Context: an optimization exercise on an open-source flow, tuned for small area, a short achievable clock period and few clock cycles per item. The choices shown serve that exercise and are no tape-out recipe. No run shown here included a check of the RTL's function; only the layout flow was run.

## flow/design.v (module list and top-level ports; edited modules follow where they fit)
// module square_root32: 1326 lines
module square_root32(
		input wire iCLOCK,
		input wire inRESET,
		input wire iDATA_REQ,
		output wire oDATA_BUSY,
		input wire [31:0] iDATA,
		output wire oDATA_VALID,
		input wire iDATA_BUSY,
		output wire [15:0] oDATA
	);
  // ...
==> flow/flow/run.sh <==
#!/bin/bash
bash standard.sh SETUP_SLACK_MARGIN=10.9 BUFFER_PORTS_ARGS='-buffer_cell sky130_fd_sc_hd__buf_1' finish > standard.log 2>&1
==> flow/standard.sh <==
#!/bin/bash
# synth_recipe.tcl (not shown) runs the flow's synth.tcl, then flattens the netlist and writes it again
# the make line also repeats each setting of config.mk as NAME=value (left out here)
make -C /OpenROAD-flow-scripts/flow DESIGN_CONFIG=/design/flow/config.mk WORK_HOME=/design/flow/orfs CLKGATE_MAP_FILE= SYNTH_SCRIPT=/design/flow/synth_recipe.tcl "${@:-finish}"
==> flow/config.mk <==
export PLATFORM = sky130hd
export DESIGN_NAME = square_root32
export DESIGN_NICKNAME = square_root32
export VERILOG_FILES = /design/flow/design.v
export SDC_FILE = /design/flow/constraint.sdc
export NUM_CORES = 4
export LEC_CHECK = 0
export ABC_AREA = 1
export CAP_MARGIN = 20
export CORE_MARGIN = 2
export CORE_UTILIZATION = 55
export CTS_BUF_LIST = sky130_fd_sc_hd__clkbuf_16
export CTS_CLUSTER_DIAMETER = 80
export CTS_CLUSTER_SIZE = 28
export SLEW_MARGIN = 20
==> flow/constraint.sdc <==
create_clock -name core_clock -period 15.0 [get_ports {iCLOCK}]
set_input_delay 3.0000 -clock core_clock [delete_from_list [all_inputs] [get_ports {iCLOCK}]]
set_output_delay 3.0000 -clock core_clock [all_outputs]
set_load 0.01 [all_outputs]
==> results.json, run 1 <==
{
  "cp-start-kind": "flip-flop",
  "synth_top_flop_cell": "edfxtp_1",
  "clk_latency_ns": 0.50,
  "fin_util_pct": 59.7,
  "ant_nets": 0,
  "synthMuxAreaShare_pct": 0.134,
  "seq_area_share_pct": 43.3,
  "dieArea_sq_um": 28600,
  "path_depth": 1,
  "synthCells": 1935,
  "cts-root-buf": "clkbuf_16",
  "grt_use_total_pct": 22.9,
  "clk_pin_slew_ns": 0.10,
  "instances_no_fill": 2337,
  "core_region_area_sq_um": 26900,
  "synth_top_family_by_area": "simple AND/OR/NAND/NOR gates",
  "clkCellAreaFrac_pct": 2.85,
  "worst_slack_ns": 10.99,
  "synthAdderAreaFrac_pct": 2.40,
  "cp-end-kind": "primary output",
  "yosys.area.top_type_share_pct": 42.9,
  "placed_cells": 2312,
  "outcome": "finished clean",
  "start_util_pct": 55.8,
  "gp_congestion": 0.922,
  "critPathBufInv": 1,
  "stdcell_area_sq_um": 16000,
  "antenna_found_initial": 0,
  "num_vias": 12011,
  "worstReg2RegStart": "x5[20]",
  "dominant_cells": "registers",
  "synth_cell_type_count": 49,
  "worstHoldPathCells": 0,
  "cp_top_family": "flip-flops",
  "hold_start": "x5[8]",
  "cts_tree": "done",
  "hp-class": "flip-flop to flip-flop",
  "vias_per_cell": 5.14,
  "worstPathMaxFanout": 1,
  "tns_ns": 0
}
==> run 2: changes to the inputs <==
--- a/flow/design.v
+++ b/flow/design.v
@@ -14,17 +14,16 @@
 	reg b_out_valid;
 	reg [15:0] b_out_data;
 	wire adv = !b_skid_valid;
 	reg b_v1;
 	reg b_v2;
 	reg b_v3;
 	reg b_v4;
 	reg b_v5;
-	reg b_v6;
 	wire [31:0] x0;
 	wire [0:0] q1;
 	wire [1:0] r1;
 	wire [29:0] x1;
 	reg [1:0] qn2;
 	wire [1:0] q2 = ~qn2;
 	reg [2:0] r2;
 	reg [27:0] x2;
@@ -46,27 +45,26 @@
 	wire [17:0] x7;
 	reg [7:0] qn8;
 	wire [7:0] q8 = ~qn8;
 	reg [8:0] r8;
 	reg [15:0] x8;
 	wire [8:0] q9;
 	wire [9:0] r9;
 	wire [13:0] x9;
-	reg [9:0] qn10;
-	wire [9:0] q10 = ~qn10;
-	reg [10:0] r10;
-	reg [11:0] x10;
-	wire [10:0] q11;
-	wire [11:0] r11;
-	wire [9:0] x11;
-	reg [11:0] qn12;
-	wire [11:0] q12 = ~qn12;
-	reg [12:0] r12;
-	reg [7:0] x12;
+	wire [9:0] q10;
+	wire [10:0] r10;
+	wire [11:0] x10;
+	reg [10:0] qn11;
+	wire [10:0] q11 = ~qn11;
+	reg [11:0] r11;
+	reg [9:0] x11;
+	wire [11:0] q12;
+	wire [12:0] r12;
+	wire [7:0] x12;
 	wire [12:0] q13;
 	wire [13:0] r13;
 	wire [5:0] x13;
 	reg [13:0] qn14;
 	wire [13:0] q14 = ~qn14;
 	reg [14:0] r14;
 	reg [3:0] x14;
 	wire [14:0] q15;
@@ -552,23 +550,19 @@
 	assign d9[6] = t9[6] ^ (sn9[6] ^ h9_23g);
 	assign d9[7] = t9[7] ^ (sn9[7] ^ h9_24g);
 	assign d9[8] = t9[8] ^ (sn9[8] ^ h9_25g);
 	assign d9[9] = t9[9] ^ (sn9[9] ^ h9_30g);
 	assign d9[10] = t9[10] ^ (sn9[10] ^ h9_31g);
 	assign d9[11] = t9[11] ^ (sn9[11] ^ h9_32g);
 	assign d9[12] = ~h9_33g;
 	wire ge9 = !d9[12];
-	always @(posedge iCLOCK) begin
-		if (adv) begin
-			qn10 <= ~{q9, ge9};
-			r10 <= (ge9 ? d9[10:0] : t9[10:0]);
-			x10 <= x9[11:0];
-		end
-	end
+	assign q10 = {q9, ge9};
+	assign r10 = (ge9 ? d9[10:0] : t9[10:0]);
+	assign x10 = x9[11:0];
 	wire [12:0] t10 = {r10, x10[11:10]};
 	wire [12:0] sn10 = {1'b1, ~q10, 2'b10};
 	wire h10_1g = (t10[1] & sn10[1]) | ((t10[1] | sn10[1]) & (t10[0] | sn10[0]));
 	wire h10_1p = (t10[1] | sn10[1]) & 1'b0;
 	wire h10_2g = (t10[2] & sn10[2]) | ((t10[2] | sn10[2]) & (t10[1] & sn10[1]));
 	wire h10_2p = (t10[2] | sn10[2]) & (t10[1] | sn10[1]);
 	wire h10_3g = (t10[3] & sn10[3]) | ((t10[3] | sn10[3]) & (t10[2] & sn10[2]));
 	wire h10_3p = (t10[3] | sn10[3]) & (t10[2] | sn10[2]);
@@ -651,19 +645,23 @@
 	assign d10[7] = t10[7] ^ (sn10[7] ^ h10_26g);
 	assign d10[8] = t10[8] ^ (sn10[8] ^ h10_27g);
 	assign d10[9] = t10[9] ^ (sn10[9] ^ h10_33g);
 	assign d10[10] = t10[10] ^ (sn10[10] ^ h10_34g);
 	assign d10[11] = t10[11] ^ (sn10[11] ^ h10_35g);
 	assign d10[12] = t10[12] ^ (sn10[12] ^ h10_36g);
 	assign d10[13] = ~h10_37g;
 	wire ge10 = !d10[13];
-	assign q11 = {q10, ge10};
-	assign r11 = (ge10 ? d10[11:0] : t10[11:0]);
-	assign x11 = x10[9:0];
+	always @(posedge iCLOCK) begin
+		if (adv) begin
+			qn11 <= ~{q10, ge10};
+			r11 <= (ge10 ? d10[11:0] : t10[11:0]);
+			x11 <= x10[9:0];
+		end
+	end
 	wire [13:0] t11 = {r11, x11[9:8]};
 	wire [13:0] sn11 = {1'b1, ~q11, 2'b10};
 	wire h11_1g = (t11[1] & sn11[1]) | ((t11[1] | sn11[1]) & (t11[0] | sn11[0]));
 	wire h11_1p = (t11[1] | sn11[1]) & 1'b0;
 	wire h11_2g = (t11[2] & sn11[2]) | ((t11[2] | sn11[2]) & (t11[1] & sn11[1]));
 	wire h11_2p = (t11[2] | sn11[2]) & (t11[1] | sn11[1]);
 	wire h11_3g = (t11[3] & sn11[3]) | ((t11[3] | sn11[3]) & (t11[2] & sn11[2]));
 	wire h11_3p = (t11[3] | sn11[3]) & (t11[2] | sn11[2]);
@@ -755,23 +753,19 @@
 	assign d11[8] = t11[8] ^ (sn11[8] ^ h11_29g);
 	assign d11[9] = t11[9] ^ (sn11[9] ^ h11_36g);
 	assign d11[10] = t11[10] ^ (sn11[10] ^ h11_37g);
 	assign d11[11] = t11[11] ^ (sn11[11] ^ h11_38g);
 	assign d11[12] = t11[12] ^ (sn11[12] ^ h11_39g);
 	assign d11[13] = t11[13] ^ (sn11[13] ^ h11_40g);
 	assign d11[14] = ~h11_41g;
 	wire ge11 = !d11[14];
-	always @(posedge iCLOCK) begin
-		if (adv) begin
-			qn12 <= ~{q11, ge11};
-			r12 <= (ge11 ? d11[12:0] : t11[12:0]);
-			x12 <= x11[7:0];
-		end
-	end
+	assign q12 = {q11, ge11};
+	assign r12 = (ge11 ? d11[12:0] : t11[12:0]);
+	assign x12 = x11[7:0];
 	wire [14:0] t12 = {r12, x12[7:6]};
 	wire [14:0] sn12 = {1'b1, ~q12, 2'b10};
 	wire h12_1g = (t12[1] & sn12[1]) | ((t12[1] | sn12[1]) & (t12[0] | sn12[0]));
 	wire h12_1p = (t12[1] | sn12[1]) & 1'b0;
 	wire h12_2g = (t12[2] & sn12[2]) | ((t12[2] | sn12[2]) & (t12[1] & sn12[1]));
 	wire h12_2p = (t12[2] | sn12[2]) & (t12[1] | sn12[1]);
 	wire h12_3g = (t12[3] & sn12[3]) | ((t12[3] | sn12[3]) & (t12[2] & sn12[2]));
 	wire h12_3p = (t12[3] | sn12[3]) & (t12[2] | sn12[2]);
@@ -1296,30 +1290,26 @@
 	always @(posedge iCLOCK or negedge inRESET) begin
 		if (!inRESET) b_v4 <= 1'b0;
 		else if (adv) b_v4 <= b_v3;
 	end
 	always @(posedge iCLOCK or negedge inRESET) begin
 		if (!inRESET) b_v5 <= 1'b0;
 		else if (adv) b_v5 <= b_v4;
 	end
-	always @(posedge iCLOCK or negedge inRESET) begin
-		if (!inRESET) b_v6 <= 1'b0;
-		else if (adv) b_v6 <= b_v5;
-	end
 	wire out_free = !b_out_valid || !iDATA_BUSY;
 	always @(posedge iCLOCK or negedge inRESET) begin
 		if (!inRESET) begin
 			b_out_valid <= 1'b0;
 			b_skid_valid <= 1'b0;
 		end else if (out_free) begin
-			b_out_valid <= b_skid_valid || b_v6;
+			b_out_valid <= b_skid_valid || b_v5;
 			b_skid_valid <= 1'b0;
 		end else if (!b_skid_valid) begin
-			b_skid_valid <= b_v6;
+			b_skid_valid <= b_v5;
 		end
 	end
 	always @(posedge iCLOCK) begin
 		if (out_free) b_out_data <= b_skid_valid ? b_skid_data : res;
 		if (!b_skid_valid) b_skid_data <= res;
 	end
 	assign oDATA_BUSY = b_skid_valid;
 	assign oDATA_VALID = b_out_valid;
==> run 2 against run 1 <==
Effect of this change: still clean; hold slack better by 0.0092 ns; synthesized cell count up 4.4%; via count up 14%; first-iteration DRC count up 34%; critical path depth up 1; count of clock-buffer cells in the layout unchanged; final area up 10%; routed wire length up 21%; non-clock buffer count up 127; global-route usage up 3.6 points; fmax down 3.5%; highest routed layer unchanged.
==> results.json, run 2 <==
{
  "outcome": "finished clean",
  "yosysMostFrequentCell": "nand2_1",
  "fin_util_pct": 67.6,
  "portBuffers": 53,
  "final_cell_mix": "nand2_1 (667), inv_1 (258), edfxtp_1 (181)",
  "r2r_slack_ns": 10.99,
  "post-route-period-util_pct": 27.7,
  "slowest_stage": "dfrtp_2",
  "rsz0062_at_grt": "yes",
  "cp-start-kind": "flip-flop",
  "gr-total-overflow": 0,
  "relSlewSlack_pct": 41.6,
  "synth_top_cell_by_area": "edfxtp_1",
  "fillers": 2214,
  "synth-seq-area-share_pct": 40.5,
  "cp.required_ns": 12.00,
  "io_pins": 54,
  "cts_buffers": 14,
  "drt_first_pass_iters": 17,
  "arrival_ns": 1.16,
  "critPathCapture": "oDATA_BUSY",
  "worst_clock_skew_ns": 0.0166,
  "cts_tree": "done",
  "die_w_microns": 167,
  "instances_no_fill": 2548,
  "num_rows": 59,
  "cts.sink_count": 204,
  "start_util_pct": 56.1,
  "htree_levels": 1,
  "finalHoldViolCount": 0,
  "critical-path-max-stage-delay_ns": 0.44,
  "clk_latency_ns": 0.50,
  "drive_above_1_share_pct": 19.5,
  "num_vias": 13683,
  "drt-total-wl_microns": 39100,
  "synth-warning-count": 1,
  "syn-cell-area_sq_um": 14700,
  "top_register": "x2",
  "antenna_cells": 0,
  "drt-initial-drc-count": 1298,
  "dieArea_sq_um": 28000,
  "dieHeight_microns": 167,
  "multiInputGateArea_sq_um": 8340,
  "slew_viol_final": 0,
  "tns_ns": 0,
  "worstRegToRegCells": 29,
  "hp-class": "flip-flop to flip-flop",
  "cap_violations": 0,
  "synthToLayoutAreaGrowth_pct": 20.5,
  "syn_nets": 2086,
  "vias_per_cell": 5.37,
  "layout.nets": 2271,
  "async_reset_ff_share_pct": 3.43,
  "grt_pass1_wl_microns": 60000,
  "avgSynthCellArea_sq_um": 7.26,
  "reg_top3": "x2 x28, x5 x22",
  "ys_top_cells_by_count": "nand2_1 (726), inv_1 (267), edfxtp_1 (181)",
  "worstReg2RegStart": "qn11[0]",
  "layout_commonest_cell": "nand2_1",
  "grt_use_total_pct": 26.5,
  "synthTopCellsByArea": "edfxtp_1 (37%), nand2_1 (19%), inv_1 (6.8%), nand3_1 (6.0%), nor2_1 (3.9%)",
  "worst_slack_ns": 10.84,
  "cts-root-buf": "clkbuf_16",
  "r2r_end": "r14[8]",
  "core_region_area_sq_um": 26100,
  "seq_area_sq_um": 5930,
  "dp_hpwl_microns": 27700,
  "worst_slew_pin_slew_ns": 0.876,
  "synth_edf_count": 181,
  "synthCells": 2020,
  "grt_pass1_vias": 11840,
  "cts.hold.buffers_added": 0,
  "gp_congestion": 0.977,
  "setup_violations": 0,
  "layout_min_cycle_time_ns": 4.16,
  "clock.fmax_ghz": 0.241,
  "path_class": "flip-flop to primary output",
  "ant_nets": 0,
  "cp-end-kind": "primary output",
  "wl_per_cell_microns": 15.3,
  "drc_errors": 0,
  "ys_seq_elements": 204,
  "path_cells": "buf_12 -> buf_6",
  "clk_pin_slew_ns": 0.09,
  "synth_cell_type_count": 51,
  "cts_buffer_depth": 3,
  "antenna_found_initial": 1,
  "worstPathMaxFanout": 2,
  "largest_reg_flops": 28,
  "synth_top_flop_cell": "edfxtp_1",
  "grt_max_degree": 71,
  "dp_slack_ns": 9.82,
  "yosys.area.top_type_share_pct": 37.1,
  "cp-startpoint": "b_skid_valid",
  "placed_cells": 2387
}
-- run 2: kinds of logic (layout without fill, tap and decap cells) --
logic type	count (synthesis)	count (layout)	synth area share (%)
and+or+nand+nor	1207	1216	36.1
buffers and inverters	311	495	8.59
DFF	204	204	40.5
AOI/OAI and AO/OA	196	196	7.95
xor gates and xnor gates	72	72	4.30
adders and majority gates	30	30	2.56
-- run 2: worst min-delay path by stage --
stage	startpoint	endpoint	slack [ns]	cells past startpoint
floorplan	x8[0]	x11[0]	0.40	0
global placement	x8[2]	x11[2]	0.40	0
detailed placement	x2[18]	x5[18]	0.40	0
CTS	x2[18]	x5[18]	0.42	0
global route	x8[0]	x11[0]	0.43	0
finish	x5[1]	x8[1]	0.42	0
-- run 2: layout make-up --
class	instances	share of cell area, %
Timing Repair Buffer	184	7.71
Clock buffer	15	2.12
Clock inverter	9	0.765
Tap cell	335	2.37
Sequential cell	204	33.6
Inverter	287	6.25
Multi-Input combinational cell	1514	47.2
-- run 2: routing by layer --
metal	part of all wire, %	GRT usage, %
met1	44	38.4
met2	46	43.3
met3	7.3	3.03
met4	2.0	5.14
met5	0	0
-- run 2: worst max-delay path: cells and delay by family, from the launching register on --
family	cells	cell delay, ns
DFF	1	0.44
buffers and inverters	2	0.24
-- run 2: what timing repair did --
item | CTS | global route
resized for setup | 24 | 201
cloned | 5 | 6
setup endpoints to repair | 40 | 42
pin swaps | 6 | 61
buffers inserted | 46 | 80
-- run 2: stage by stage --
stage | area [sq um] | hold WS (ns)
floorplan | 14700 | 0.400
global placement | 15100 | 0.401
detailed placement | 15100 | 0.405
CTS | 16200 | 0.424
global route | 17700 | 0.430
finish | 17700 | 0.421

-- static timing again, ports no longer ideal --
No port has a modelled driver above. Below, the same layouts with a new extraction and two added sets of constraints.
Step 1 (the two cells are an assumption about what drives the block):
set clk [get_ports {iCLOCK}]
set_driving_cell -lib_cell sky130_fd_sc_hd__clkbuf_16 $clk
set_driving_cell -lib_cell sky130_fd_sc_hd__buf_2 [delete_from_list [all_inputs] $clk]
Step 2 moves the port delays by t, midway between the first and last clock arrival at a register: inputs arrive t later, outputs are due t later. That takes back most of the time a late clock gives input paths.
a / b / c = no drivers / after step 1 / after step 2; a / b = the first two.
| run | t (ns) | slack for setup (ns) | clock arrival spread, ns |
|---|---|---|---|
| run 1 | 0.538 | 10.989 / 10.942 / 10.956 | 0.020 / 0.019 |
| run 2 | 0.537 | 10.843 / 10.793 / 10.983 | 0.019 / 0.018 |
After both steps setup and hold are still met in every run listed. The setup slack of run 1, which loses most, moves by -0.047 ns with the drivers and by -0.033 ns with both steps.
